Context: an optimization exercise on an open-source flow, tuned for small area, a short achievable clock period and few clock cycles. The choices shown serve that exercise and are no tape-out recipe. RTL that was checked went through simulation tests only; none was proved equivalent to the original. The RTL of run 1 was laid out without a check of its function.

===== config.mk =====
export PLATFORM = sky130hd
export DESIGN_NAME = sqrt_u32
export DESIGN_NICKNAME = sqrt_u32
export VERILOG_FILES = /design/flow/design.v
export SDC_FILE = /design/flow/constraint.sdc
export NUM_CORES = 4
export LEC_CHECK = 0
export CAP_MARGIN = 20
export CORE_MARGIN = 2
export CORE_UTILIZATION = 40
export SLEW_MARGIN = 20

===== constraint.sdc =====
create_clock -name core_clock -period 10.0 [get_ports {clk}]
set_input_delay 2.0000 -clock core_clock [delete_from_list [all_inputs] [get_ports {clk}]]
set_output_delay 2.0000 -clock core_clock [all_outputs]
set_load 0.01 [all_outputs]

===== design.v =====
module sqrt_u32(
        input             clk,
        input             rst_n,
        input             vld_in,
        input      [31:0] x,
        output reg        vld_out,
        output     [15:0] y
    );
    reg          busy;
    reg [3:0]    c;                         
    reg [16:0]   r;                         
    reg [12:0]   xh;                        
    reg [15:0]   z;                         
    assign y = z;
    function [32:0] step(input [32:0] rq, input [1:0] xx);
        reg [18:0] a;
        reg [18:0] b;
        reg [18:0] d;
        reg        s;
        begin
            s = rq[32];
            a = {rq[32:16], xx};
            b = {{2{~s}}, rq[14:0] ^ {15{~s}}, 1'b1, s};
            d = a + b + {18'd0, ~s};
            step = {d[16:0], rq[14:0], ~d[18]};
        end
    endfunction
    function [19:0] first(input [5:0] top);
        begin
            case (top)
            6'd0: first = {17'h1ffff, 3'd0};
            6'd1: first = {17'h00000, 3'd1};
            6'd2: first = {17'h00001, 3'd1};
            6'd3: first = {17'h00002, 3'd1};
            6'd4: first = {17'h1fffb, 3'd2};
            6'd5: first = {17'h1fffc, 3'd2};
            6'd6: first = {17'h1fffd, 3'd2};
            6'd7: first = {17'h1fffe, 3'd2};
            6'd8: first = {17'h1ffff, 3'd2};
            6'd9: first = {17'h00000, 3'd3};
            6'd10: first = {17'h00001, 3'd3};
            6'd11: first = {17'h00002, 3'd3};
            6'd12: first = {17'h00003, 3'd3};
            6'd13: first = {17'h00004, 3'd3};
            6'd14: first = {17'h00005, 3'd3};
            6'd15: first = {17'h00006, 3'd3};
            6'd16: first = {17'h1fff7, 3'd4};
            6'd17: first = {17'h1fff8, 3'd4};
            6'd18: first = {17'h1fff9, 3'd4};
            6'd19: first = {17'h1fffa, 3'd4};
            6'd20: first = {17'h1fffb, 3'd4};
            6'd21: first = {17'h1fffc, 3'd4};
            6'd22: first = {17'h1fffd, 3'd4};
            6'd23: first = {17'h1fffe, 3'd4};
            6'd24: first = {17'h1ffff, 3'd4};
            6'd25: first = {17'h00000, 3'd5};
            6'd26: first = {17'h00001, 3'd5};
            6'd27: first = {17'h00002, 3'd5};
            6'd28: first = {17'h00003, 3'd5};
            6'd29: first = {17'h00004, 3'd5};
            6'd30: first = {17'h00005, 3'd5};
            6'd31: first = {17'h00006, 3'd5};
            6'd32: first = {17'h00007, 3'd5};
            6'd33: first = {17'h00008, 3'd5};
            6'd34: first = {17'h00009, 3'd5};
            6'd35: first = {17'h0000a, 3'd5};
            6'd36: first = {17'h1fff3, 3'd6};
            6'd37: first = {17'h1fff4, 3'd6};
            6'd38: first = {17'h1fff5, 3'd6};
            6'd39: first = {17'h1fff6, 3'd6};
            6'd40: first = {17'h1fff7, 3'd6};
            6'd41: first = {17'h1fff8, 3'd6};
            6'd42: first = {17'h1fff9, 3'd6};
            6'd43: first = {17'h1fffa, 3'd6};
            6'd44: first = {17'h1fffb, 3'd6};
            6'd45: first = {17'h1fffc, 3'd6};
            6'd46: first = {17'h1fffd, 3'd6};
            6'd47: first = {17'h1fffe, 3'd6};
            6'd48: first = {17'h1ffff, 3'd6};
            6'd49: first = {17'h00000, 3'd7};
            6'd50: first = {17'h00001, 3'd7};
            6'd51: first = {17'h00002, 3'd7};
            6'd52: first = {17'h00003, 3'd7};
            6'd53: first = {17'h00004, 3'd7};
            6'd54: first = {17'h00005, 3'd7};
            6'd55: first = {17'h00006, 3'd7};
            6'd56: first = {17'h00007, 3'd7};
            6'd57: first = {17'h00008, 3'd7};
            6'd58: first = {17'h00009, 3'd7};
            6'd59: first = {17'h0000a, 3'd7};
            6'd60: first = {17'h0000b, 3'd7};
            6'd61: first = {17'h0000c, 3'd7};
            6'd62: first = {17'h0000d, 3'd7};
            6'd63: first = {17'h0000e, 3'd7};
            default: first = 20'd0;
            endcase
        end
    endfunction
    function [14:0] valid(input [3:0] cyc);
        begin
            case (cyc)
            4'd0: valid = 15'b000000000000111;
            4'd1: valid = 15'b000000000001111;
            4'd2: valid = 15'b000000000011111;
            4'd3: valid = 15'b000000000111111;
            4'd4: valid = 15'b000000001111111;
            4'd5: valid = 15'b000000011111111;
            4'd6: valid = 15'b000000111111111;
            4'd7: valid = 15'b000001111111111;
            4'd8: valid = 15'b000011111111111;
            4'd9: valid = 15'b000111111111111;
            4'd10: valid = 15'b001111111111111;
            4'd11: valid = 15'b011111111111111;
            4'd12: valid = 15'b111111111111111;
            default: valid = 15'h7fff;
            endcase
        end
    endfunction
    wire [19:0] ld = first(x[31:26]);
    reg [32:0] it;                          
    integer k;
    always @* begin
        it = {r, 1'b0, z[14:0] & valid(c)};
        for (k = 0; k < 1; k = k + 1)
            it = step(it, {xh[12-k], z[15-k]});
    end
    always @(posedge clk or negedge rst_n) begin
        if (!rst_n) begin
            busy    <= 1'b0;
            vld_out <= 1'b0;
        end else begin
            vld_out <= busy && c == 4'd12;
            if (!busy)
                busy <= vld_in;
            else if (c == 4'd12)
                busy <= 1'b0;
        end
    end
    always @(posedge clk) begin
        if (!busy) begin
            r  <= ld[19:3];
            xh <= {x[25], x[23], x[21], x[19], x[17], x[15], x[13], x[11], x[9], x[7], x[5], x[3], x[1]};
            z  <= {x[24], x[22], x[20], x[18], x[16], x[14], x[12], x[10], x[8], x[6], x[4], x[2], x[0], ld[2:0]};
            c  <= 4'd0;
        end else begin
            r  <= it[32:16];
            xh <= xh << 1;
            z  <= {z[14:0], it[0:0]};
            c  <= c + 4'd1;
        end
    end
endmodule

===== flow/run.sh =====
#!/bin/bash
set -euo pipefail
MARGIN=$(cat flow/margin.txt)
bash standard.sh \
  "SETUP_SLACK_MARGIN=$MARGIN" \
  "BUFFER_PORTS_ARGS=-buffer_cell sky130_fd_sc_hd__buf_1" \
  finish > standard.log 2>&1

===== flow/margin.txt =====
7.0

===== standard.sh =====
#!/bin/bash
# synth_recipe.tcl (not shown) runs the flow's synth.tcl, then flattens the netlist and writes it again
# the make line also repeats each setting of config.mk as NAME=value (left out here)
make -C /OpenROAD-flow-scripts/flow DESIGN_CONFIG=/design/flow/config.mk WORK_HOME=/design/flow/orfs CLKGATE_MAP_FILE= SYNTH_SCRIPT=/design/flow/synth_recipe.tcl "${@:-finish}"

==> impl_metrics.toml, run 1 <==
[drt]
routed_wl_um = 6950
drt_pre_antenna_iters = 4
first_iter_violations = 181
wl_per_cell_um = 13.8
via_per_inst = 5.03
vias = 2527
drc = 0
ant_nets = 0

[grt]
grt_antenna_before_repair = 0
grt_pass1_wl_um = 11200
grt_max_degree = 53
grt-ovfl-total = 0
grt_pass1_vias = 2455
grt.total_usage_pct = 16.0

[clock_tree]
cts_buffers = 9
cts.path.max_buffers = 2
clkTransAtPathRegs_ps = 70
cts_max_level = 3
cts_sinks = 64
cts_tree = "built"
clock_latency_ps = 330
cts-root-buf = "clkbuf_8"

[final_layout]
fin_nets = 454
regArea_sq_um = 1290
multiInputGateArea_sq_um = 1900
synthToLayoutAreaGrowth_pct = 17.3
antenna_cells = 0
fillers = 780
drive_gt1_share_pct = 17.1

[setup_path]
worst-path-stages = 8
critPathKind = "in2reg"
max_stage_delay_ps = 300
startpoint_type = "primary input"
path_buf_inv = 2
critical_path.top_delay_family = "compound AO/OA/AOI/OAI gates"
ff2ff_path_depth = 10
slowest_stage = "a311o_1"
path_cells = "buf_12, inv_12, ha_4, nand2b_1, a311o_1, a21oi_4, nor2_2, a211oi_1"
worstSetupEndpointType = "flip-flop"
worstPathRequired_ps = 10250
crit_arrival_ps = 3190
critical_path.max_fanout = 7

[die]
fp.dieH_um = 95.2
core_area_sq_um = 8130
start_util_pct = 40.9
placementRows = 33
die_w_um = 95.2
io_pins = 52
die_area_sq_um = 9060

[sta]
rsz0062_at_grt = "yes"
finalCriticalPeriod_ps = 2940
fin_skew_ps = 5.00
max-slew-margin-rel_pct = 59.8
fin_tns_setup_ps = 0
hold_violations = 0
slew_viol_final = 0
tightest_slew_ps = 603
finalCritPeriodShare_pct = 29.4
final-setup-viol-count = 0
fmax_mhz = 341
setup_ws_ps = 7060

[synth]
synth_top_flop_cell = "dfxtp_1"
synth_cell_types = 53
synth.avg_cell_area_sq_um = 9.78
syn_inst = 340
synth_top_area_share_pct = 37.3
synth_common_cells = "dfxtp_1 (62), nand2_1 (30), ha_1 (27)"
ys_seq_area_share_pct = 38.8
syn_area_sq_um = 3320
yosysMostFrequentCell = "dfxtp_1"
syn_nets = 402
synth-seq-cells = 64
synth_top_area_cell = "dfxtp_1"
synth_enable_flop_cells = 0
ys_async_sr_fraction_pct = 3.13
ys_top_cells_by_area = "dfxtp_1 (37%), ha_1 (10%), mux2_2 (8.5%), xnor2_1 (6.1%), nand2_1 (3.4%)"
yosysWarnings = 1

[flow_run]
maxCapViolations = 0

[placement]
port_buffers = 51
place_congestion = 0.889
dp_slack_ps = 6200
dpl.hpwl_um = 5110

[min_path]
hp-class = "reg2reg"
whs_path_depth = 1

[status]
outcome = "timing/DRC/antenna clean"
==> metrics by stage <==
stage | instances | util (%) | area, sq um | hold WS (ps)
2_1_floorplan | 340 | - | 3390 | 433
3_3_place_gp | 480 | 44.2 | 3600 | 436
3_5_place_dp | 480 | 44.2 | 3600 | 440
4_1_cts | 499 | 47.3 | 3850 | 458
5_1_grt | 502 | 47.9 | 3900 | 467
6_report | 502 | 47.9 | 3900 | 454
==> cell usage in the layout, fill, tap and decap left out, drive strengths merged, types with 2 or more instances in the layout <==
cell / n
a211oi: 4
inv: 16
buf: 57
a21oi: 14
xnor2: 23
nor2b: 5
clkbuf: 12
nor3: 3
nand3: 6
nand2: 30
a31oi: 5
nand4: 3
o21ai: 16
xor2: 9
o31ai: 2
nor3b: 2
clkinv: 3
o32ai: 2
dfrtp: 2
mux2i: 2
mux2: 25
dfxtp: 62
a32oi: 2
o21a: 3
o211ai: 4
nor2: 18
or3: 3
ha: 27
a21o: 14
nand2b: 6
bufinv: 2
==> worst paths after layout <==
| check | startpoint | to | slack [ps] |
|---|---|---|---|
| max | x[27] | r[13]$_DFF_P_ | 7060 |
| min | xh[9]$_DFF_P_ | xh[10]$_DFF_P_ | 450 |
| max reg2reg | r[16]$_DFF_P_ | z[0]$_DFF_P_ | 7170 |
| min reg2reg | xh[9]$_DFF_P_ | xh[10]$_DFF_P_ | 450 |
| max in group asynchronous | rst_n | busy$_DFF_PN0_ | 8420 |
| min in group asynchronous | rst_n | vld_out$_DFF_PN0_ | 1440 |
==> cell families (layout without fill, tap and decap cells) <==
family	Yosys count	in the layout	share of synthesized area, %
fa+ha+maj	27	27	10.2
xor+xnor	32	32	8.43
buf+inv	34	91	4.97
flops	64	64	38.8
simple gates	80	80	12.1
compound gates	76	76	16.4
mux	27	27	9.07
==> per-layer routing <==
metal / wire, um / vias up / track usage, %
met1: 3220 / 1160 / 20.2
li1: - / 1293 / -
met5: 0 / - / 0
met4: 116 / 0 / 7.97
met2: 3300 / 65 / 26.3
met3: 316 / 9 / 2.69
==> cell type report <==
cell class              count  area share [%]
well taps                 105            3.37
clock inverters             5            2.09
repair buffers             58            6.99
flip-flops and latches     64            33.1
inverters                  17            2.28
clock buffers              11            3.37
multi-input cells         242            48.8
==> what timing repair did <==
item                                    in CTS  in global routing
pin swaps                                    1                  3
hold buffers                                 0                  0
gates resized for setup                      7                 11
endpoints found under the setup margin      16                 15
setup buffers                                3                  3
==> inputs of run 2 (changes only) <==
--- a/design.v
+++ b/design.v
@@ -96,31 +96,12 @@
             endcase
         end
     endfunction
-    function [14:0] valid(input [3:0] cyc);
-        begin
-            case (cyc)
-            4'd0: valid = 15'b000000000000111;
-            4'd1: valid = 15'b000000000001111;
-            4'd2: valid = 15'b000000000011111;
-            4'd3: valid = 15'b000000000111111;
-            4'd4: valid = 15'b000000001111111;
-            4'd5: valid = 15'b000000011111111;
-            4'd6: valid = 15'b000000111111111;
-            4'd7: valid = 15'b000001111111111;
-            4'd8: valid = 15'b000011111111111;
-            4'd9: valid = 15'b000111111111111;
-            4'd10: valid = 15'b001111111111111;
-            4'd11: valid = 15'b011111111111111;
-            4'd12: valid = 15'b111111111111111;
-            default: valid = 15'h7fff;
-            endcase
-        end
-    endfunction
+    wire [14:0] valid = {c >= 4'd12, c >= 4'd11, c >= 4'd10, c >= 4'd9, c >= 4'd8, c >= 4'd7, c >= 4'd6, c >= 4'd5, c >= 4'd4, c >= 4'd3, c >= 4'd2, c >= 4'd1, 1'b1, 1'b1, 1'b1};
     wire [19:0] ld = first(x[31:26]);
     reg [32:0] it;                          
     integer k;
     always @* begin
-        it = {r, 1'b0, z[14:0] & valid(c)};
+        it = {r, 1'b0, z[14:0] & valid};
         for (k = 0; k < 1; k = k + 1)
             it = step(it, {xh[12-k], z[15-k]});
     end
==> run 2 against run 1 <==
Against the previous run:
- still clean
- hold slack improved by 10 ps
- flip-flop and latch count fell by 12
- setup slack improved by 26 ps
- wire length is 1.1% lower
- synthesized area shrank 10%
- clock-buffer cell count decreased by 6
- register-to-register slack gained 30 ps
- cell count shrank 8.4%
- global-route usage grew 1.2 points
- via count fell by 5.5%
==> impl_metrics.toml, run 2 <==
[final_layout]
regArea_sq_um = 1050
drive_gt1_share_pct = 13.9
multiInputGateArea_sq_um = 1850
fillers = 732
antenna_cells = 0
regMostFlops = "r"
final_common_cell = "buf_1"
synthToLayoutAreaGrowth_pct = 13.0
largest_register_ff_count = 17
top_regs = "r x17, z x16, xh x13"
final_cell_mix = "buf_1 (51), dfxtp_1 (50), mux2_2 (25), ha_1 (23)"
stdcell_count = 460
fin_nets = 420

[setup_path]
critPathKind = "in2reg"
worstSetupEndpointType = "flip-flop"
max_stage_delay_ps = 280
critical_path.max_fanout = 3
ff2ff_setup_slack_ps = 7200
startpoint_type = "primary input"
slowest_stage = "a221o_1"
critical_path.top_delay_family = "adder cells"
crit_arrival_ps = 3120
worstPathRequired_ps = 10210
path_cells = "buf_1, inv_2, ha_4, nand2b_1, maj3_2, a21oi_2, a221o_1, nand3b_1"
path_buf_inv = 2

[grt]
grt_pass1_vias = 2468
grt-ovfl-total = 0
grt.total_usage_pct = 17.2
grt_pass1_wl_um = 11600
grt_antenna_before_repair = 0
grt_max_degree = 50

[synth]
synth-seq-cells = 52
syn_inst = 315
synth_top_flop_cell = "dfxtp_1"
yosysWarnings = 1
synth_enable_flop_cells = 0
ys_top_cells_by_area = "dfxtp_1 (34%), ha_1 (10%), mux2_2 (9.5%), xnor2_1 (5.0%), a21oi_1 (3.2%)"
synth.avg_cell_area_sq_um = 9.45
syn_area_sq_um = 2980
ys_async_sr_fraction_pct = 3.85
yosysMostFrequentCell = "dfxtp_1"
ys_seq_area_share_pct = 35.3
synth_cell_types = 55
syn_nets = 374
synth_top_area_cell = "dfxtp_1"
synth_top_family_by_area = "compound AO/OA/AOI/OAI gates"
synth_compound_area_share_pct = 20.1
synth_common_cells = "dfxtp_1 (50), mux2_2 (25), ha_1 (24)"
synthAdderAreaFrac_pct = 10.4
synth_xor_area_share_pct = 7.06
synthSimpleGateAreaFrac_pct = 13.2
synth_top_area_share_pct = 33.6
synth.area.mux_share_pct = 10.5

[sta]
setup_ws_ps = 7090
finalCritPeriodShare_pct = 29.1
hold_slack_ps = 464
rsz0062_at_grt = "no"
finalCriticalPeriod_ps = 2910
fmax_mhz = 344
fin_tns_setup_ps = 0
final-setup-viol-count = 0
hold_violations = 0
fin_skew_ps = 8.17
slew_viol_final = 0
tightest_slew_ps = 951
max-slew-margin-rel_pct = 36.6

[clock_tree]
cts_buffers = 5
cts_max_level = 2
cts_tree = "built"
cts_sinks = 52
cts.path.max_buffers = 2
clkTransAtPathRegs_ps = 100
clock_latency_ps = 310
cts-root-buf = "clkbuf_8"

[drt]
vias = 2387
drt_pre_antenna_iters = 4
ant_nets = 0
drc = 0
routed_wl_um = 6880
via_per_inst = 5.19
first_iter_violations = 111
wl_per_cell_um = 14.9

[placement]
place_congestion = 0.866
dp_slack_ps = 6720
port_buffers = 51
dp.cells = 452
dpl.hpwl_um = 5270

[status]
outcome = "timing/DRC/antenna clean"

[die]
fp.dieH_um = 90.3
core_area_sq_um = 7210
io_pins = 52
die_area_sq_um = 8150
start_util_pct = 41.3
placementRows = 31
die_w_um = 90.3

[min_path]
hp-class = "reg2reg"

[flow_run]
maxCapViolations = 0
## run 2: kinds of logic after synthesis
logic type | after synthesis
multiplexers | 28
flip-flops | 52
AND/OR/NAND/NOR | 77
XOR/XNOR | 24
adder cells (fa/ha/maj) | 25
buffers and inverters | 26
AO/OA/AOI/OAI | 83
## run 2: what timing repair did
action	4_1_cts	5_1_grt
hold endpoints to repair	0	0
resized for setup	0	2
buffers inserted	0	1
setup endpoints to repair	0	7
hold buffers	0	0
## run 2: final cells by class
class                           count  share of cell area (%)
Multi-Input combinational cell    237                    55.1
Clock buffer                        5                    2.05
Sequential cell                    52                    31.3
Inverter                           13                    1.52
Clock inverter                      2                   0.483
Tap cell                           99                    3.68
Timing Repair Buffer               52                    5.91
## run 2: worst paths after layout
kind / from / to / cells after the start
hold / removal: xh[1]$_DFF_P_ / xh[2]$_DFF_P_ / 1
setup / recovery: x[26] / r[13]$_DFF_P_ / 8
max in group asynchronous: rst_n / busy$_DFF_PN0_ / 1
setup reg to reg: r[16]$_DFF_P_ / r[15]$_DFF_P_ / 8
hold reg to reg: xh[1]$_DFF_P_ / xh[2]$_DFF_P_ / 1
min in group asynchronous: rst_n / busy$_DFF_PN0_ / 1
## run 2: metrics by stage
step / utilization, % / cell area (sq um)
2_1_floorplan: - / 3010
3_3_place_gp: 45.2 / 3260
3_5_place_dp: 45.2 / 3260
4_1_cts: 46.4 / 3350
5_1_grt: 46.6 / 3360
6_report: 46.6 / 3360
## run 2: per-layer routing
metal  track usage, %  up-vias  wire, um
met5                0        -         0
met4             3.33        0        66
met3             3.67        6       275
met2             30.6       52      3310
met1             21.6     1101      3230
li1                 -     1228         -
Testbench counts of run 2, summed over its fixed seeds: cycles 33,608.
==> inputs of run 3 (changes only) <==
--- a/design.v
+++ b/design.v
@@ -96,7 +96,21 @@
             endcase
         end
     endfunction
-    wire [14:0] valid = {c >= 4'd12, c >= 4'd11, c >= 4'd10, c >= 4'd9, c >= 4'd8, c >= 4'd7, c >= 4'd6, c >= 4'd5, c >= 4'd4, c >= 4'd3, c >= 4'd2, c >= 4'd1, 1'b1, 1'b1, 1'b1};
+    wire [14:0] valid = {(c[3] & c[2]),
+                     (c[3] & (c[2] | (c[1] & c[0]))),
+                     (c[3] & (c[2] | c[1])),
+                     (c[3] & (c[2] | (c[1] | c[0]))),
+                     c[3],
+                     (c[3] | (c[2] & (c[1] & c[0]))),
+                     (c[3] | (c[2] & c[1])),
+                     (c[3] | (c[2] & (c[1] | c[0]))),
+                     (c[3] | c[2]),
+                     (c[3] | (c[2] | (c[1] & c[0]))),
+                     (c[3] | (c[2] | c[1])),
+                     (c[3] | (c[2] | (c[1] | c[0]))),
+                     1'b1,
+                     1'b1,
+                     1'b1};
     wire [19:0] ld = first(x[31:26]);
     reg [32:0] it;                          
     integer k;
==> run 3 against run 2 <==
Against the previous run:
- flip-flop and latch count is the same
- hold slack better by 2.6 ps
- maximum frequency shrank 0.64%
- still clean on timing, DRC and antenna
- clock skew down 1.3 ps
- global-route usage shrank 1.6 points
- critical path type unchanged
- sequential share of layout area grew 0.34 points
- wire length shrank 10%
- cell count fell by 1.3%
- clock-buffer cell count unchanged
- utilization barely moved
- synthesized area fell by 2.3%
==> impl_metrics.toml, run 3 <==
[grt]
grt_pass1_wl_um = 9680
grt_pass1_vias = 2140
grt_antenna_before_repair = 0
grt_use_met1_pct = 19.6
grt.total_usage_pct = 15.6
grt_max_degree = 46
grt_busiest_layer = "met2"
grtUsageMet3_pct = 3.88
grt-ovfl-total = 0
grt_use_met2_pct = 26.8

[clock_tree]
hold_buffers = 0
cts.path.max_buffers = 2
cts_buffers = 5
cts_tree = "built"
cts-root-buf = "clkbuf_8"
cts_sinks = 52
cts_max_level = 2
clock_latency_ps = 310
clkTransAtPathRegs_ps = 100

[final_layout]
multiInputGateArea_sq_um = 1740
antenna_cells = 0
fillers = 735
fin_util_pct = 46.6
final_area_sq_um = 3330
synthToLayoutAreaGrowth_pct = 14.4
final_common_cell = "buf_1"
largest_register_ff_count = 17
fin_nets = 415
top_regs = "r x17, z x16, xh x13"
regArea_sq_um = 1050
drive_gt1_share_pct = 15.8
final_cell_mix = "buf_1 (51), dfxtp_1 (49), mux2_2 (25), ha_1 (25), xnor2_1 (17)"
regMostFlops = "r"

[synth]
syn_area_sq_um = 2910
syn_nets = 362
synth-seq-cells = 52
ys_async_sr_fraction_pct = 3.85
yosysMostFrequentCell = "dfxtp_1"
synth.avg_cell_area_sq_um = 9.66
ys_seq_area_share_pct = 36.1
synth_top_flop_cell = "dfxtp_1"
syn_inst = 301
synth_top_area_cell = "dfxtp_1"
ys_top_cells_by_area = "dfxtp_1 (34%), ha_1 (11%), mux2_2 (9.7%), xnor2_1 (5.1%), xor2_1 (2.4%)"
yosysWarnings = 1
synth_common_cells = "dfxtp_1 (50), ha_1 (26), mux2_2 (25)"
synth_top_area_share_pct = 34.4
synth_cell_types = 50
synth_enable_flop_cells = 0

[setup_path]
crit_arrival_ps = 3120
worstSetupEndpointType = "flip-flop"
critPathKind = "in2reg"
path_cells = "buf_1, inv_1, ha_2, nand2b_1, a21oi_1, o21ai_4, o31a_1, o311ai_1"
r2r_start = "c[1]$_SDFF_PN0_"
critical_path.max_fanout = 8
critical_path.top_delay_family = "compound AO/OA/AOI/OAI gates"
reg2reg_to = "r[16]$_DFF_P_"
startpoint_type = "primary input"
slowest_stage = "o21ai_4"
path_buf_inv = 2
max_stage_delay_ps = 310
ff2ff_setup_slack_ps = 7190
worstPathRequired_ps = 10190
ff2ff_path_depth = 12

[placement]
port_buffers = 51
dpl.hpwl_um = 4570
placed_area_sq_um = 3150
place_congestion = 0.809

[min_path]
whs_endpoint = "xh[11]$_DFF_P_"
whs_path_depth = 1
hp-class = "reg2reg"
min_from = "xh[10]$_DFF_P_"

[sta]
tightest_slew_ps = 520
rsz0062_at_grt = "yes"
fin_tns_setup_ps = 0
hold_violations = 0
slew_viol_final = 0
max-slew-margin-rel_pct = 65.3
fmax_mhz = 341
finalCriticalPeriod_ps = 2930
finalCritPeriodShare_pct = 29.3
final-setup-viol-count = 0
hold_slack_ps = 466
fin_skew_ps = 6.86

[drt]
drt_pre_antenna_iters = 4
ant_nets = 0
drc = 0
routed_wl_um = 6170
vias = 2342
wl_per_cell_um = 13.6
first_iter_violations = 71
via_per_inst = 5.16

[die]
start_util_pct = 40.8
die_area_sq_um = 7970
io_pins = 52
placementRows = 31
core_area_sq_um = 7140
die_w_um = 89.3
fp.dieH_um = 89.3

[status]
outcome = "timing/DRC/antenna clean"

[flow_run]
maxCapViolations = 0
## run 3: layout make-up
cell class	count	area share [%]
timing repair buffer	60	7.78
tap	99	3.72
inverter	13	1.58
multi-input combinational	222	52.4
sequential	52	31.6
clock inverter	3	0.827
clock buffer	5	2.07
## run 3: routing by layer
layer	share of wire, %	vias up
li1	-	1196
met1	47	1077
met2	47	61
met3	4.4	8
met4	1.6	0
met5	0	-
## run 3: logic make-up after synthesis
logic type	after synthesis	share of synthesized area (%)
muxes	26	10.0
xor gates and xnor gates	25	7.53
and+or+nand+nor	66	11.6
DFF	52	36.1
adders and majority gates	26	11.2
buffers and inverters	27	4.56
AOI/OAI and AO/OA	79	19.0
## run 3: what timing repair did
action,4_1_cts,5_1_grt
resized for setup,2,3
pin swaps,1,1
setup endpoints to repair,12,7
buffers inserted,0,8
## run 3: worst max-delay path by stage
stage / startpoint / end / slack (ps) / cells after the start
2_1_floorplan: x[26] / r[13]$_DFF_P_ / 7000 / 7
3_3_place_gp: x[26] / r[12]$_DFF_P_ / 6300 / 8
3_5_place_dp: x[26] / r[12]$_DFF_P_ / 6240 / 8
4_1_cts: x[26] / r[12]$_DFF_P_ / 7020 / 8
5_1_grt: x[26] / z[0]$_DFF_P_ / 6980 / 8
6_report: x[26] / r[12]$_DFF_P_ / 7070 / 8
## run 3: worst reg2reg max path, stage by stage, from the launching register on
cell	delay [ps]
dfxtp_1	410
ha_1	200
inv_1	50
ha_1	170
inv_1	60
o21ai_0	110
xnor2_1	250
ha_1	360
a21o_2	280
a311oi_1	300
o21a_2	240
o211a_1	180
o311ai_2	80
## run 3: stage by stage
step | std cells | setup WS, ps
5_1_grt | 454 | 6980
3_5_place_dp | 438 | 6240
3_3_place_gp | 438 | 6300
2_1_floorplan | 301 | 7000
4_1_cts | 446 | 7020
6_report | 454 | 7070
Testbench counts of run 3, summed over its fixed seeds: cycles 33,608.
==> inputs of run 4 (changes only) <==
==> flow/margin.txt (replaced) <==
7.2
==> run 4 against run 3 <==
Against the previous run:
- global-route usage grew 0.77 points
- synthesized cell count is the same
- setup slack gained 110 ps
- utilization grew 5.6 points
- clock skew grew 3.9 ps
- critical endpoint is now vld_out
==> impl_metrics.toml, run 4 <==
[sta]
final-setup-viol-count = 0
fin_skew_ps = 10.7
rsz0062_at_grt = "yes"
finalCritPeriodShare_pct = 28.2
max-slew-margin-rel_pct = 64.7
tightest_slew_ps = 529
fmax_mhz = 355
finalCriticalPeriod_ps = 2820
slew_viol_final = 0
fin_tns_setup_ps = 0
setup_ws_ps = 7180
hold_violations = 0

[final_layout]
fin_util_pct = 52.2
drive_gt1_share_pct = 35.4
regMostFlops = "r"
stdcell_count = 472
largest_register_ff_count = 17
multiInputGateArea_sq_um = 1820
fillers = 698
fin_nets = 433
regArea_sq_um = 1080
top_regs = "r x17, z x16, xh x13"
final_common_cell = "dfxtp_1"
final_cell_mix = "dfxtp_1 (29), buf_1 (28), buf_4 (28), mux2_2 (25), ha_1 (23)"
antenna_cells = 0
synthToLayoutAreaGrowth_pct = 28.1

[synth]
synth.area.mux_share_pct = 10.0
ys_seq_area_share_pct = 36.1
synthSimpleGateAreaFrac_pct = 11.6
ys_async_sr_fraction_pct = 3.85
synth_enable_flop_cells = 0
synthAdderAreaFrac_pct = 11.2
syn_area_sq_um = 2910
synth_top_area_cell = "dfxtp_1"
synth_common_cells = "dfxtp_1 (50), ha_1 (26), mux2_2 (25)"
synth_cell_types = 50
synth_xor_area_share_pct = 7.53
synth-seq-cells = 52
syn_inst = 301
synth_top_flop_cell = "dfxtp_1"
yosysMostFrequentCell = "dfxtp_1"
synth_top_family_by_area = "compound AO/OA/AOI/OAI gates"
synth_top_area_share_pct = 34.4
syn_nets = 362
ys_top_cells_by_area = "dfxtp_1 (34%), ha_1 (11%), mux2_2 (9.7%), xnor2_1 (5.1%), xor2_1 (2.4%)"
synth_compound_area_share_pct = 19.0
yosysWarnings = 1
synth.avg_cell_area_sq_um = 9.66

[grt]
grt_pass1_vias = 2176
grt_max_degree = 46
grt_antenna_before_repair = 0
grt.total_usage_pct = 16.4
grt_pass1_wl_um = 10000
grt-ovfl-total = 0

[clock_tree]
cts_max_level = 2
clock_latency_ps = 310
clkTransAtPathRegs_ps = 100
cts_tree = "built"
cts.path.max_buffers = 2
cts_buffers = 5
hold_buffers = 0
cts_sinks = 52
cts-root-buf = "clkbuf_8"

[setup_path]
worstSetupEndpointType = "output port"
worstPathRequired_ps = 8000
slowest_stage = "dfrtp_1"
path_cells = "clkbuf_2"
path_buf_inv = 1
crit_arrival_ps = 820
critical_path.max_fanout = 1
startpoint_type = "flip-flop"
max_stage_delay_ps = 380
critPathKind = "reg2out"
critical_path.top_delay_family = "flip-flops"

[drt]
vias = 2393
wl_per_cell_um = 14.0
routed_wl_um = 6590
drc = 0
ant_nets = 0
via_per_inst = 5.07
first_iter_violations = 90
drt_pre_antenna_iters = 4

[die]
core_area_sq_um = 7140
placementRows = 31
start_util_pct = 40.8
die_w_um = 89.3
io_pins = 52
fp.dieH_um = 89.3
die_area_sq_um = 7970

[placement]
dp.cells = 438
dpl.hpwl_um = 4630
port_buffers = 51
place_congestion = 0.809
dp_slack_ps = 6440

[flow_run]
maxCapViolations = 0

[min_path]
hp-class = "reg2reg"

[status]
outcome = "timing/DRC/antenna clean"
==> run 4: cell counts after synthesis <==
Identical to the previous run, type by type.
==> run 4: worst paths after layout <==
path	slack, ps	depth (start not counted)	startpoint	end
max	7180	1	vld_out$_DFF_PN0_	vld_out
min in group asynchronous	1450	1	rst_n	busy$_DFF_PN0_
max in group asynchronous	8430	1	rst_n	busy$_DFF_PN0_
min reg2reg	440	1	c[0]$_SDFF_PN0_	c[0]$_SDFF_PN0_
min	440	1	c[0]$_SDFF_PN0_	c[0]$_SDFF_PN0_
max reg2reg	7340	12	c[1]$_SDFF_PN0_	r[16]$_DFF_P_
==> run 4: logic make-up after synthesis <==
family                     count (synthesis)
AOI/OAI and AO/OA                         79
buffers and inverters                     27
muxes                                     26
xor gates and xnor gates                  25
adders and majority gates                 26
DFF                                       52
and+or+nand+nor                           66
==> run 4: stage by stage <==
step | instance area (sq um) | hold WS, ps
floorplan | 2970 | 430
global placement | 3200 | 437
detailed placement | 3200 | 447
CTS | 3450 | 472
global route | 3730 | 463
finish | 3730 | 436
==> run 4: per-layer routing <==
metal,share of wire (%),GRT usage (%)
met2,49,27.0
met1,46,21.6
met3,4.6,3.32
met4,0.97,4.88
met5,0,0
==> run 4: repair_timing <==
action,4_1_cts,5_1_grt
setup buffers,12,14
pin swaps,1,7
endpoints found under the setup margin,31,32
resized for setup,40,46
==> run 4: area by class of cell <==
type	count	area share (%)
multi-input cells	222	49.0
flip-flops and latches	52	29.0
repair buffers	78	14.2
well taps	99	3.32
inverters	13	1.88
clock buffers	5	1.85
clock inverters	3	0.739
==> inputs of run 5 (changes only) <==
==> flow/margin.txt (replaced) <==
6.8
==> run 5 against run 4 <==
Against the previous run:
- register-to-register slack got worse by 290 ps
- die area did not move
- sequential share of layout area rose by 3.1 points
- synthesized area did not move
- setup slack got worse by 220 ps
- non-clock buffer count fell by 26
- cell area fell by 12%
- maximum frequency fell by 7.2%
- flip-flop and latch count did not move
- utilization fell by 6.3 points
==> impl_metrics.toml, run 5 <==
[drt]
first_iter_violations = 110
vias = 2307
wl_per_cell_um = 13.6
routed_wl_um = 6070
ant_nets = 0
via_per_inst = 5.17
drc = 0
drt_pre_antenna_iters = 4

[sta]
setup_ws_ps = 6970
slew_viol_final = 0
hold_violations = 0
fmax_mhz = 330
max-slew-margin-rel_pct = 61.4
rsz0062_at_grt = "no"
fin_tns_setup_ps = 0
final-setup-viol-count = 0
fin_skew_ps = 8.49
tightest_slew_ps = 578
finalCritPeriodShare_pct = 30.3
finalCriticalPeriod_ps = 3030

[status]
outcome = "timing/DRC/antenna clean"

[final_layout]
regArea_sq_um = 1050
fin_nets = 407
antenna_cells = 0
regMostFlops = "r"
final_cell_mix = "buf_1 (51), dfxtp_1 (50), ha_1 (26), mux2_2 (25), xnor2_1 (17)"
final_common_cell = "buf_1"
multiInputGateArea_sq_um = 1740
synthToLayoutAreaGrowth_pct = 12.6
fillers = 706
largest_register_ff_count = 17
fin_util_pct = 45.9
top_regs = "r x17, z x16, xh x13"
drive_gt1_share_pct = 12.7

[placement]
place_congestion = 0.803
port_buffers = 51
dpl.hpwl_um = 4550
dp_slack_ps = 6210

[synth]
syn_nets = 362
synth_top_flop_cell = "dfxtp_1"
ys_top_cells_by_area = "dfxtp_1 (34%), ha_1 (11%), mux2_2 (9.7%), xnor2_1 (5.1%), xor2_1 (2.4%)"
synth.avg_cell_area_sq_um = 9.66
synth_top_area_share_pct = 34.4
synth_enable_flop_cells = 0
synth_cell_types = 50
synth_common_cells = "dfxtp_1 (50), ha_1 (26), mux2_2 (25)"
yosysWarnings = 1
syn_area_sq_um = 2910
synth-seq-cells = 52
yosysMostFrequentCell = "dfxtp_1"
ys_async_sr_fraction_pct = 3.85
ys_seq_area_share_pct = 36.1
synth_top_area_cell = "dfxtp_1"
syn_inst = 301

[setup_path]
worstPathRequired_ps = 10190
critical_path.top_delay_family = "compound AO/OA/AOI/OAI gates"
max_stage_delay_ps = 360
r2r_start = "r[16]$_DFF_P_"
worstSetupEndpointType = "flip-flop"
critical_path.max_fanout = 12
ff2ff_setup_slack_ps = 7050
reg2reg_to = "r[11]$_DFF_P_"
worst-path-stages = 8
startpoint_type = "primary input"
crit_arrival_ps = 3230
path_buf_inv = 2
path_cells = "buf_1, inv_1, ha_1, nand2b_1, a21oi_1, o21ai_4, o31a_1, o311ai_1"
ff2ff_path_depth = 8
slowest_stage = "o21ai_4"
critPathKind = "in2reg"

[die]
core_area_sq_um = 7140
die_w_um = 89.3
die_area_sq_um = 7970
fp.dieH_um = 89.3
placementRows = 31
start_util_pct = 40.8
io_pins = 52

[grt]
grt_max_degree = 46
grt_antenna_before_repair = 0
grt-ovfl-total = 0
grt_pass1_wl_um = 10100
grt.total_usage_pct = 16.2
grt_pass1_vias = 2163

[clock_tree]
cts_max_level = 2
hold_buffers = 0
clkTransAtPathRegs_ps = 100
cts_tree = "built"
cts-root-buf = "clkbuf_8"
cts_sinks = 52
clock_latency_ps = 310
cts.path.max_buffers = 2
cts_buffers = 5

[min_path]
hp-class = "reg2reg"
whs_endpoint = "xh[3]$_DFF_P_"
min_from = "xh[2]$_DFF_P_"
whs_path_depth = 1

[flow_run]
maxCapViolations = 0
## run 5: layout make-up
cell class | count | share of cell area [%]
multi-input combinational | 222 | 53.0
sequential | 52 | 32.1
timing repair buffer | 52 | 6.08
tap | 99 | 3.78
clock buffer | 5 | 2.10
inverter | 13 | 1.49
clock inverter | 3 | 1.41
## run 5: worst register-to-register path, cell delays in order (launching register included)
cell       delay (ps)
dfxtp_1           560
inv_1             380
xnor2_1           380
ha_1              350
a2111oi_1         400
o21ai_1           240
a31oi_2           270
xor2_1            180
o21ai_1            70
## run 5: per-layer routing
metal	global-route usage [%]	vias up	routed length (um)
li1	-	1179	-
met1	21.9	1055	2860
met2	25.9	63	2820
met3	3.23	10	270
met4	5.56	0	126
met5	0	-	0
## run 5: how the worst max path moves through the flow
stage / from / end / slack (ps)
detailed placement: x[26] / r[12]$_DFF_P_ / 6210
finish: x[26] / r[12]$_DFF_P_ / 6970
global route: x[26] / r[12]$_DFF_P_ / 6800
floorplan: x[26] / r[13]$_DFF_P_ / 6870
CTS: x[26] / r[12]$_DFF_P_ / 6830
global placement: x[26] / r[12]$_DFF_P_ / 6260
## run 5: stage by stage
stage                     hold WS [ps]  cell area, sq um  std cells
after global routing               483              3270        446
after global placement             438              3150        438
after detailed placement           439              3150        438
after floorplan                    430              2910        301
after CTS                          468              3270        446
final                              462              3270        446
## run 5: what timing repair did
action / in CTS / in global routing
buffers inserted: 0 / 0
resized for setup: 1 / 1
cloned: 0 / 0
setup endpoints to repair: 12 / 5
## run 5: kinds of logic after synthesis
logic type,after synthesis,synth area share (%)
AOI/OAI and AO/OA,79,19.0
adders and majority gates,26,11.2
buffers and inverters,27,4.56
DFF,52,36.1
muxes,26,10.0
and+or+nand+nor,66,11.6
xor gates and xnor gates,25,7.53
==> inputs of run 6 (changes only) <==
==> flow/margin.txt (replaced) <==
7.0
--- a/config.mk
+++ b/config.mk
@@ -7,5 +7,5 @@
 export LEC_CHECK = 0
 export CAP_MARGIN = 20
 export CORE_MARGIN = 2
-export CORE_UTILIZATION = 40
+export CORE_UTILIZATION = 70
 export SLEW_MARGIN = 20
==> run 6 against run 5 <==
Against the previous run:
- clock-buffer cell count up 2
- hold slack got worse by 5.4 ps
- maximum frequency rose by 3.6%
- die area decreased by 41%
- synthesized area unchanged
- still clean on timing, DRC and antenna
- largest cell class unchanged
- critical path depth is the same
- utilization increased by 37 points
==> impl_metrics.toml, run 6 <==
[final_layout]
regMostFlops = "r"
final_cell_mix = "buf_1 (51), dfxtp_1 (50), mux2_2 (25), ha_1 (25), xnor2_1 (17)"
final_common_cell = "buf_1"
largest_register_ff_count = 17
fillers = 252
top_regs = "r x17, z x16, xh x13"
drive_gt1_share_pct = 15.7
synthToLayoutAreaGrowth_pct = 13.5
fin_nets = 416
antenna_cells = 0
regArea_sq_um = 1050
final_area_sq_um = 3300
multiInputGateArea_sq_um = 1740

[synth]
synth_top_flop_cell = "dfxtp_1"
synth_top_family_by_area = "compound AO/OA/AOI/OAI gates"
synth_common_cells = "dfxtp_1 (50), ha_1 (26), mux2_2 (25)"
synth.area.mux_share_pct = 10.0
syn_inst = 301
synthSimpleGateAreaFrac_pct = 11.6
synthAdderAreaFrac_pct = 11.2
synth_cell_types = 50
synth_xor_area_share_pct = 7.53
synth_enable_flop_cells = 0
syn_nets = 362
syn_area_sq_um = 2910
ys_top_cells_by_area = "dfxtp_1 (34%), ha_1 (11%), mux2_2 (9.7%), xnor2_1 (5.1%), xor2_1 (2.4%)"
synth_compound_area_share_pct = 19.0
synth-seq-cells = 52
ys_seq_area_share_pct = 36.1
yosysMostFrequentCell = "dfxtp_1"
synth_top_area_share_pct = 34.4
yosysWarnings = 1
synth_top_area_cell = "dfxtp_1"
ys_async_sr_fraction_pct = 3.85
synth.avg_cell_area_sq_um = 9.66

[placement]
placed_area_sq_um = 3090
dpl.hpwl_um = 4310
place_congestion = 0.889
port_buffers = 51
dp_slack_ps = 6270

[grt]
grt-ovfl-total = 0
grt.total_usage_pct = 27.4
grt_antenna_before_repair = 0
grt_pass1_wl_um = 9670
grt_pass1_vias = 2085
grt_max_degree = 46

[die]
die_w_um = 68.5
placementRows = 23
core_area_sq_um = 4000
io_pins = 52
die_area_sq_um = 4690
start_util_pct = 72.7
fp.dieH_um = 68.5

[min_path]
hp-class = "reg2reg"

[clock_tree]
clkTransAtPathRegs_ps = 90
cts_sinks = 52
hold_buffers = 0
cts-root-buf = "clkbuf_8"
cts_max_level = 2
cts_tree = "built"
cts.path.max_buffers = 2
clock_latency_ps = 300
cts_buffers = 5

[sta]
finalCriticalPeriod_ps = 2930
final-setup-viol-count = 0
fin_tns_setup_ps = 0
max-slew-margin-rel_pct = 66.2
tightest_slew_ps = 507
rsz0062_at_grt = "yes"
fin_skew_ps = 7.23
finalCritPeriodShare_pct = 29.3
slew_viol_final = 0
hold_violations = 0
fmax_mhz = 342
setup_ws_ps = 7070

[status]
outcome = "timing/DRC/antenna clean"

[setup_path]
crit_arrival_ps = 3100
max_stage_delay_ps = 300
slowest_stage = "o21ai_4"
path_cells = "buf_1, inv_1, ha_2, nand2b_1, a21oi_1, o21ai_4, o31a_1, o311ai_1"
critPathKind = "in2reg"
worstSetupEndpointType = "flip-flop"
startpoint_type = "primary input"
critical_path.max_fanout = 8
worstPathRequired_ps = 10180

[drt]
via_per_inst = 5.87
wl_per_cell_um = 14.9
routed_wl_um = 6070
first_iter_violations = 209
ant_nets = 0
vias = 2382
drt_pre_antenna_iters = 4
drc = 0

[flow_run]
maxCapViolations = 0
## run 6: cell type report
type,count,area share (%)
Clock buffer,7,2.92
Clock inverter,1,0.909
Inverter,13,1.59
Multi-Input combinational cell,222,52.8
Sequential cell,52,31.8
Tap cell,50,1.89
Timing Repair Buffer,61,8.07
## run 6: per-stage QoR
step | utilization (%) | std cells | hold WS [ps]
2_1_floorplan | - | 301 | 430
3_3_place_gp | 77.2 | 389 | 435
3_5_place_dp | 77.2 | 389 | 440
4_1_cts | 80.7 | 397 | 462
5_1_grt | 82.6 | 406 | 467
6_report | 82.6 | 406 | 457
## run 6: cells by family (layout without fill, tap and decap cells)
family / count (synthesis) / count (layout)
AO/OA/AOI/OAI: 79 / 79
AND/OR/NAND/NOR: 66 / 66
flip-flops: 52 / 52
buffers and inverters: 27 / 82
adder cells (fa/ha/maj): 26 / 26
multiplexers: 26 / 26
XOR/XNOR: 25 / 25
## run 6: final timing paths
check,start,end,slack [ps],cells past startpoint
worst min register to register,xh[11]$_DFF_P_,xh[12]$_DFF_P_,460,1
max in group asynchronous,rst_n,busy$_DFF_PN0_,8400,1
worst max-delay path,x[26],r[12]$_DFF_P_,7070,8
min in group asynchronous,rst_n,vld_out$_DFF_PN0_,1470,1
worst max register to register,r[16]$_DFF_P_,r[15]$_DFF_P_,7190,10
worst min-delay path,xh[11]$_DFF_P_,xh[12]$_DFF_P_,460,1
## run 6: layer usage
metal  vias to the layer above  global-route usage, %  share of wire [%]
li1                       1202                      -                  -
met1                      1101                   38.3                 47
met2                        74                   44.8                 47
met3                         5                   3.78                5.4
met4                         0                   6.00               0.66
met5                         -                      0                  0
## run 6: repair_timing
item / in CTS / in global routing
setup buffers: 0 / 9
resized for setup: 2 / 2
endpoints found under the setup margin: 12 / 8
pin swaps: 1 / 1
## run 6: worst max-delay path: cells and delay by family
family / cells / cell delay (ps)
fa+ha+maj: 1 / 190
simple gates: 1 / 110
compound gates: 4 / 660
buf+inv: 2 / 140
==> inputs of run 7 (changes only) <==
==> flow/margin.txt (replaced) <==
6.9
--- a/config.mk
+++ b/config.mk
@@ -5,7 +5,8 @@
 export SDC_FILE = /design/flow/constraint.sdc
 export NUM_CORES = 4
 export LEC_CHECK = 0
+export ABC_AREA = 1
 export CAP_MARGIN = 20
 export CORE_MARGIN = 2
-export CORE_UTILIZATION = 70
+export CORE_UTILIZATION = 55
 export SLEW_MARGIN = 20
==> run 7 against run 6 <==
Against the previous run:
- hold slack got worse by 23 ps
- largest cell class unchanged
- maximum frequency rose by 0.57%
- critical path type unchanged
- synthesized cell count rose by 54%
- clock skew fell by 2.7 ps
- wire length rose by 7.6%
- setup slack improved by 17 ps
- synthesized area rose by 5.1%
==> impl_metrics.toml, run 7 <==
[sta]
fin_skew_ps = 4.53
slew_viol_final = 0
final-setup-viol-count = 0
rsz0062_at_grt = "no"
finalCritPeriodShare_pct = 29.1
finalCriticalPeriod_ps = 2910
hold_violations = 0
fmax_mhz = 343
fin_tns_setup_ps = 0
tightest_slew_ps = 764
max-slew-margin-rel_pct = 49.0

[final_layout]
regMostFlops = "r"
final_area_sq_um = 3380
synthToLayoutAreaGrowth_pct = 10.4
fin_nets = 571
antenna_cells = 0
largest_register_ff_count = 17
top_regs = "r x17, z x16, xh x13"
drive_gt1_share_pct = 2.54
final_common_cell = "nand2_1"
stdcell_count = 583
final_cell_mix = "nand2_1 (194), inv_1 (68), buf_1 (51), dfxtp_1 (50), ha_1 (26)"
fillers = 570

[setup_path]
worstPathRequired_ps = 10180
cp-startpoint = "x[26]"
slowest_stage = "inv_2"
reg2reg_to = "r[14]$_DFF_P_"
cp-endpoint = "r[7]$_DFF_P_"
ff2ff_path_depth = 12
critPathKind = "in2reg"
path_cells = "buf_1, inv_1, ha_1, inv_1, nor2_1, nand3_1, nand3_1, o21ai_1, nor2_2, inv_2, o21ai_0"
startpoint_type = "primary input"
crit_arrival_ps = 3100
max_stage_delay_ps = 220
critical_path.max_fanout = 13
ff2ff_setup_slack_ps = 7370
worstSetupEndpointType = "flip-flop"
r2r_start = "r[16]$_DFF_P_"

[die]
fp.dieH_um = 78.6
die_area_sq_um = 6170
core_area_sq_um = 5440
start_util_pct = 56.2
placementRows = 27
io_pins = 52
die_w_um = 78.6

[synth]
synth_top_area_share_pct = 32.7
synth_top_area_cell = "dfxtp_1"
syn_nets = 524
ys_async_sr_fraction_pct = 3.85
synth_common_cells = "nand2_1 (194), inv_1 (68), dfxtp_1 (50)"
ys_top_cells_by_area = "dfxtp_1 (33%), nand2_1 (24%), ha_1 (11%), inv_1 (8.4%), nand3_1 (4.1%)"
yosysMostFrequentCell = "nand2_1"
synth_enable_flop_cells = 0
synth_top_flop_cell = "dfxtp_1"
synth.avg_cell_area_sq_um = 6.60
ys_seq_area_share_pct = 34.4
yosysWarnings = 1
synth-seq-cells = 52
synth_cell_types = 30
syn_inst = 463
syn_area_sq_um = 3060

[status]
outcome = "timing/DRC/antenna clean"

[drt]
vias = 2755
first_iter_violations = 129
wl_per_cell_um = 11.2
drt_pre_antenna_iters = 4
via_per_inst = 4.73
drc = 0
ant_nets = 0
routed_wl_um = 6530

[clock_tree]
hold_buffers = 0
post_cts_buffers = 0
cts_tree = "built"
cts-root-buf = "clkbuf_8"
cts.path.max_buffers = 2
cts_max_level = 2
cts_buffers = 5
clock_latency_ps = 300
post_cts_resized = 0
cts_sinks = 52
clkTransAtPathRegs_ps = 90

[grt]
grt_antenna_before_repair = 0
grt_pass1_wl_um = 10900
grt_pass1_vias = 2531
grt_max_degree = 47
grt-ovfl-total = 0
grt.total_usage_pct = 22.4

[min_path]
hp-class = "reg2reg"
min_from = "xh[9]$_DFF_P_"

[placement]
place_congestion = 0.867
placed_area_sq_um = 3280
dpl.hpwl_um = 5060
dp.cells = 575
port_buffers = 51

[flow_run]
maxCapViolations = 0
[run 7: cell count changes in the layout (fill, tap and decap cells not counted), moves of 9 or more]
cell and delta:
buf_4 -9, mux2_2 -25, xnor2_1 -11, inv_1 +57, nand3_1 +18, nand2_1 +181
[run 7: per-stage QoR]
step                utilization (%)  setup slack (ps)  hold WS (ps)
CTS                            62.1              7090           437
finish                         62.1              7090           434
global route                   62.1              6990           456
floorplan                         -              7050           403
global placement               60.3              6790           408
detailed placement             60.3              6760           412
[run 7: logic make-up (layout without fill, tap and decap cells)]
kind of cell    count (synthesis)  in the layout  share of synthesized area [%]
mux                             1              1                          0.327
flops                          52             52                           34.4
simple gates                  249            249                           32.5
compound gates                 35             35                           6.18
xor+xnor                       18             18                           5.16
fa+ha+maj                      26             26                           10.6
buf+inv                        82            130                           10.8
[run 7: worst min-delay path by stage]
stage / endpoint / cells past startpoint
2_1_floorplan: xh[10]$_DFF_P_ / 2
6_report: xh[10]$_DFF_P_ / 2
4_1_cts: xh[12]$_DFF_P_ / 2
5_1_grt: xh[12]$_DFF_P_ / 2
3_5_place_dp: xh[12]$_DFF_P_ / 2
3_3_place_gp: xh[12]$_DFF_P_ / 2
[run 7: cell type report]
| cell class | count | area [sq um] | share of cell area [%] |
|---|---|---|---|
| Clock buffer | 6 | 82.6 | 2.45 |
| Inverter | 70 | 263 | 7.78 |
| Sequential cell | 52 | 1050 | 31.1 |
| Timing Repair Buffer | 52 | 199 | 5.89 |
| Multi-Input combinational cell | 329 | 1680 | 49.7 |
| Clock inverter | 2 | 13.8 | 0.408 |
| Tap cell | 72 | 90.1 | 2.67 |
[run 7: critical path, delay by kind of cell]
| kind | cells | cell delay (ps) |
|---|---|---|
| buffers and inverters | 4 | 400 |
| AND/OR/NAND/NOR | 4 | 270 |
| AO/OA/AOI/OAI | 2 | 220 |
| adder cells (fa/ha/maj) | 1 | 210 |
[run 7: layer usage]
layer | GRT usage [%] | share of wire (%) | vias to the layer above
li1 | - | - | 1508
met1 | 29.1 | 51 | 1207
met2 | 37.9 | 46 | 36
met3 | 3.45 | 2.4 | 4
met4 | 7.37 | 0.57 | 0
met5 | 0 | 0 | -
==> inputs of run 8 (changes only) <==
==> flow/margin.txt (replaced) <==
7.0
==> run 8 against run 7 <==
Against the previous run:
- flip-flop and latch count stayed put
- synthesized area stayed put
- clock skew hardly changed
- critical path type is now reg2out
- wire length is 0.28% lower
- still clean
- highest routed layer unchanged
- via count is 1.2% higher
- critical endpoint is now y[15]
==> impl_metrics.toml, run 8 <==
[setup_path]
worstPathRequired_ps = 8000
critPathKind = "reg2out"
slowest_stage = "dfxtp_1"
max_stage_delay_ps = 410
path_buf_inv = 1
crit_arrival_ps = 890
worstSetupEndpointType = "output port"
path_cells = "buf_1"
startpoint_type = "flip-flop"
critical_path.max_fanout = 4
critical_path.top_delay_family = "flip-flops"

[synth]
synth_top_area_cell = "dfxtp_1"
syn_nets = 524
synth_top_flop_cell = "dfxtp_1"
synth_cell_types = 30
synth-seq-cells = 52
ys_async_sr_fraction_pct = 3.85
synth_enable_flop_cells = 0
ys_top_cells_by_area = "dfxtp_1 (33%), nand2_1 (24%), ha_1 (11%), inv_1 (8.4%), nand3_1 (4.1%)"
yosysMostFrequentCell = "nand2_1"
syn_area_sq_um = 3060
ys_seq_area_share_pct = 34.4
synth_top_area_share_pct = 32.7
yosysWarnings = 1
syn_inst = 463
synth_common_cells = "nand2_1 (194), inv_1 (68), dfxtp_1 (50)"
synth.avg_cell_area_sq_um = 6.60

[drt]
routed_wl_um = 6510
first_iter_violations = 123
drt_pre_antenna_iters = 4
wl_per_cell_um = 11.2
vias = 2788
ant_nets = 0
drc = 0
via_per_inst = 4.78

[sta]
fin_tns_setup_ps = 0
hold_violations = 0
finalCriticalPeriod_ps = 2890
finalCritPeriodShare_pct = 28.9
fin_skew_ps = 4.18
fmax_mhz = 346
tightest_slew_ps = 764
rsz0062_at_grt = "no"
max-slew-margin-rel_pct = 49.0
final-setup-viol-count = 0
slew_viol_final = 0

[clock_tree]
post_cts_buffers = 0
cts_tree = "built"
cts.path.max_buffers = 2
post_cts_resized = 0
cts_sinks = 52
cts_buffers = 5
clock_latency_ps = 300
clkTransAtPathRegs_ps = 90
hold_buffers = 0
cts-root-buf = "clkbuf_8"
cts_max_level = 2

[placement]
port_buffers = 51
dpl.hpwl_um = 5060
place_congestion = 0.867

[die]
io_pins = 52
fp.dieH_um = 78.6
core_area_sq_um = 5440
placementRows = 27
start_util_pct = 56.2
die_w_um = 78.6
die_area_sq_um = 6170

[grt]
grt_max_degree = 47
grt_pass1_vias = 2531
grt_pass1_wl_um = 10900
grt-ovfl-total = 0
grt.total_usage_pct = 22.4
grt_antenna_before_repair = 0

[final_layout]
final_common_cell = "nand2_1"
synthToLayoutAreaGrowth_pct = 10.5
antenna_cells = 0
fin_nets = 571
fillers = 570
largest_register_ff_count = 17
regMostFlops = "r"
drive_gt1_share_pct = 2.54
final_cell_mix = "nand2_1 (194), inv_1 (68), buf_1 (51), dfxtp_1 (50), ha_1 (26)"
top_regs = "r x17, z x16, xh x13"

[flow_run]
maxCapViolations = 0

[min_path]
hp-class = "reg2reg"

[status]
outcome = "timing/DRC/antenna clean"
## run 8: cell counts after synthesis
Identical to the previous run, type by type.
## run 8: area by class of cell
| class | count | area (sq um) | area share, % |
|---|---|---|---|
| Inverter | 70 | 265 | 7.85 |
| Sequential cell | 52 | 1050 | 31.1 |
| Clock inverter | 2 | 13.8 | 0.407 |
| Tap cell | 72 | 90.1 | 2.67 |
| Timing Repair Buffer | 52 | 199 | 5.89 |
| Clock buffer | 6 | 82.6 | 2.44 |
| Multi-Input combinational cell | 329 | 1680 | 49.6 |
## run 8: kinds of logic after synthesis
logic type,share of synthesized area [%]
flops,34.4
simple gates,32.5
fa+ha+maj,10.6
mux,0.327
compound gates,6.18
xor+xnor,5.16
buf+inv,10.8
## run 8: metrics by stage
step           std cells  hold WS (ps)  util [%]  instance area (sq um)  setup slack, ps
5_1_grt              583           456      62.1                   3380             7040
6_report             583           434      62.1                   3380             7110
4_1_cts              583           437      62.1                   3380             7090
3_3_place_gp         575           408      60.3                   3280             6790
2_1_floorplan        463           403         -                   3060             7050
3_5_place_dp         575           412      60.3                   3280             6760
## run 8: layer usage
metal | vias up | part of all wire (%) | track usage (%)
li1 | 1509 | - | -
met1 | 1222 | 49 | 29.1
met2 | 51 | 46 | 37.9
met3 | 6 | 3.8 | 3.45
met4 | 0 | 1.0 | 7.37
met5 | - | 0 | 0
## run 8: path summary, 6_finish.rpt
path | endpoint | cells after the start | startpoint | slack (ps)
worst max-delay path | y[15] | 1 | z[15]$_DFF_P_ | 7110
max in group asynchronous | vld_out$_DFF_PN0_ | 1 | rst_n | 8390
worst max register to register | r[13]$_DFF_P_ | 12 | r[16]$_DFF_P_ | 7380
min in group asynchronous | busy$_DFF_PN0_ | 1 | rst_n | 1470
worst min register to register | xh[10]$_DFF_P_ | 2 | xh[9]$_DFF_P_ | 430
worst min-delay path | xh[10]$_DFF_P_ | 2 | xh[9]$_DFF_P_ | 430
==> inputs of run 9 (changes only) <==
--- a/config.mk
+++ b/config.mk
@@ -5,7 +5,6 @@
 export SDC_FILE = /design/flow/constraint.sdc
 export NUM_CORES = 4
 export LEC_CHECK = 0
-export ABC_AREA = 1
 export CAP_MARGIN = 20
 export CORE_MARGIN = 2
 export CORE_UTILIZATION = 55
==> run 9 against run 8 <==
Against the previous run:
- cell area is 2.9% lower
- synthesized area is 4.8% lower
- sequential share of layout area is 0.93 points higher
- synthesized cell count is 35% lower
- via count is 16% lower
- flip-flop and latch count stayed put
- clock-buffer cell count is 1 lower
- hold slack better by 29 ps
- critical path depth stayed put
- setup slack worse by 27 ps
- cell count is 27% lower
==> impl_metrics.toml, run 9 <==
[clock_tree]
cts_sinks = 52
cts_max_level = 2
cts_tree = "built"
cts_buffers = 5
cts.path.max_buffers = 2
clock_latency_ps = 300
cts-root-buf = "clkbuf_8"
clkTransAtPathRegs_ps = 100

[final_layout]
fillers = 479
drive_gt1_share_pct = 15.6
fin_util_pct = 64.2
final_cell_mix = "buf_1 (51), dfxtp_1 (50), mux2_2 (25), ha_1 (25), xnor2_1 (17)"
largest_register_ff_count = 17
synthToLayoutAreaGrowth_pct = 12.8
antenna_cells = 0
regMostFlops = "r"
fin_nets = 413
final_common_cell = "buf_1"
stdcell_count = 423
top_regs = "r x17, z x16, xh x13"

[grt]
grt_antenna_before_repair = 0
grt_max_degree = 46
grt.total_usage_pct = 21.0
grt_pass1_wl_um = 10100
grt-ovfl-total = 0
grt_pass1_vias = 2282

[synth]
ys_async_sr_fraction_pct = 3.85
yosysWarnings = 1
ys_seq_area_share_pct = 36.1
syn_nets = 362
ys_top_cells_by_area = "dfxtp_1 (34%), ha_1 (11%), mux2_2 (9.7%), xnor2_1 (5.1%), xor2_1 (2.4%)"
synth_top_area_share_pct = 34.4
syn_area_sq_um = 2910
syn_inst = 301
synth_common_cells = "dfxtp_1 (50), ha_1 (26), mux2_2 (25)"
synth_top_flop_cell = "dfxtp_1"
synth_top_area_cell = "dfxtp_1"
yosysMostFrequentCell = "dfxtp_1"
synth-seq-cells = 52
synth.avg_cell_area_sq_um = 9.66
synth_enable_flop_cells = 0
synth_cell_types = 50

[drt]
wl_per_cell_um = 14.2
drt_pre_antenna_iters = 4
vias = 2340
routed_wl_um = 6010
ant_nets = 0
via_per_inst = 5.53
first_iter_violations = 134
drc = 0

[die]
core_area_sq_um = 5110
start_util_pct = 57.0
placementRows = 26
io_pins = 52
die_area_sq_um = 5890
die_w_um = 76.7
fp.dieH_um = 76.7

[setup_path]
crit_arrival_ps = 910
path_cells = "buf_1"
max_stage_delay_ps = 440
worstSetupEndpointType = "output port"
slowest_stage = "dfxtp_1"
startpoint_type = "flip-flop"
worstPathRequired_ps = 8000
critPathKind = "reg2out"
path_buf_inv = 1
critical_path.top_delay_family = "flip-flops"
critical_path.max_fanout = 4

[placement]
dp.cells = 409
dpl.hpwl_um = 4420
dp_slack_ps = 6220
port_buffers = 51
place_congestion = 0.827

[sta]
slew_viol_final = 0
fin_skew_ps = 3.51
tightest_slew_ps = 504
final-setup-viol-count = 0
rsz0062_at_grt = "no"
hold_slack_ps = 463
max-slew-margin-rel_pct = 66.4
finalCritPeriodShare_pct = 29.1
setup_ws_ps = 7090
finalCriticalPeriod_ps = 2910
fin_tns_setup_ps = 0
hold_violations = 0
fmax_mhz = 343

[flow_run]
maxCapViolations = 0

[min_path]
hp-class = "reg2reg"

[status]
outcome = "timing/DRC/antenna clean"
run 9: changes by cell type after synthesis, moves of 5 or more:
cell / delta
o211ai_1: +7
xnor2_1: +11
o21ai_1: +8
o21ai_0: -5
o31ai_1: +5
inv_1: -56
nand3_1: -18
nand2_1: -181
a21o_1: +6
nand4_1: +7
mux2_2: +25
nand2b_1: +7
run 9: timing repair:
action	CTS	global route
buffers inserted	3	3
pin swaps	1	1
endpoints found under the hold margin	0	0
gates resized for setup	2	4
hold buffers	0	0
setup endpoints to repair	12	14
run 9: cells by family after synthesis:
family          share of synthesized area, %
mux                                     10.0
buf+inv                                 4.56
simple gates                            11.6
fa+ha+maj                               11.2
compound gates                          19.0
flops                                   36.1
xor+xnor                                7.53
run 9: path summary, 6_finish.rpt:
path,startpoint,to,slack (ps),depth (start not counted)
max in group asynchronous,rst_n,vld_out$_DFF_PN0_,8410,1
worst max register to register,r[16]$_DFF_P_,r[16]$_DFF_P_,7180,9
min in group asynchronous,rst_n,busy$_DFF_PN0_,1460,1
worst max-delay path,z[15]$_DFF_P_,y[15],7090,1
worst min register to register,xh[10]$_DFF_P_,xh[11]$_DFF_P_,460,1
worst min-delay path,xh[10]$_DFF_P_,xh[11]$_DFF_P_,460,1
run 9: per-layer routing:
metal  track usage, %  wire length (um)  vias up
met5                0                 0        -
met2             35.4              2780       61
met1             28.0              2900     1085
li1                 -                 -     1188
met4             3.64                53        0
met3             4.47               271        6
run 9: area by class of cell:
cell class,count,area [sq um],share of cell area (%)
clock buffers,5,68.8,2.10
clock inverters,3,22.5,0.686
inverters,13,52.6,1.60
well taps,70,87.6,2.67
multi-input cells,222,1750,53.5
repair buffers,58,244,7.44
flip-flops and latches,52,1050,32.0
run 9: through the flow:
step	instance area, sq um
floorplan	2920
global placement	3110
detailed placement	3110
CTS	3240
global route	3280
finish	3280
run 9: worst reg2reg max path, cell delays in order (launching register included):
cell	delay [ps]
dfxtp_1	600
clkinvlp_4	180
buf_4	210
xnor2_1	280
ha_1	370
a21o_2	280
a311oi_1	290
o21a_2	230
o211a_1	180
o311ai_2	70

==> static timing again, ports no longer ideal <==
The results above use ideal ports. As a check the final layouts listed here were re-extracted and re-timed, cells and wires unchanged. Step 1: set_driving_cell puts a clkbuf_16 on clk and a buf_2 on each other input, an assumption about the parent block. Step 2 moves the port delays by t, midway between the first and last clock arrival at a register: inputs arrive t later, outputs are due t later. That takes back most of the time a late clock gives input paths. a / b / c = ideal ports / drivers / drivers and shift; a / b = the first two.
run	t (ns)	slack for setup (ns)	worst setup path after step 2	clock arrival spread, ns	worst data-port slew with drivers (ns)
run 1	0.364	7.064 / 7.052 / 6.687	input to register	0.005 / 0.005	0.06
run 2	0.332	7.090 / 7.076 / 6.763	input to register	0.008 / 0.008	0.04
run 3	0.335	7.071 / 7.077 / 6.744	input to register	0.007 / 0.007	0.04
run 4	0.339	7.185 / 7.153 / 6.849	input to register	0.011 / 0.010	0.05
run 5	0.337	6.966 / 6.975 / 6.639	input to register	0.008 / 0.009	0.03
run 6	0.324	7.072 / 7.072 / 6.755	input to register	0.008 / 0.007	0.04
run 7	0.327	7.089 / 7.094 / 6.769	input to register	0.005 / 0.005	0.03
run 8	0.331	7.114 / 7.085 / 6.838	input to register	0.004 / 0.004	0.03
run 9	0.329	7.087 / 7.057 / 6.824	input to register	0.003 / 0.003	0.03
After both steps setup and hold are still met in every run listed. For run 1, which loses most, drivers alone change the setup slack by -0.012 ns; drivers and shift together by -0.377 ns.
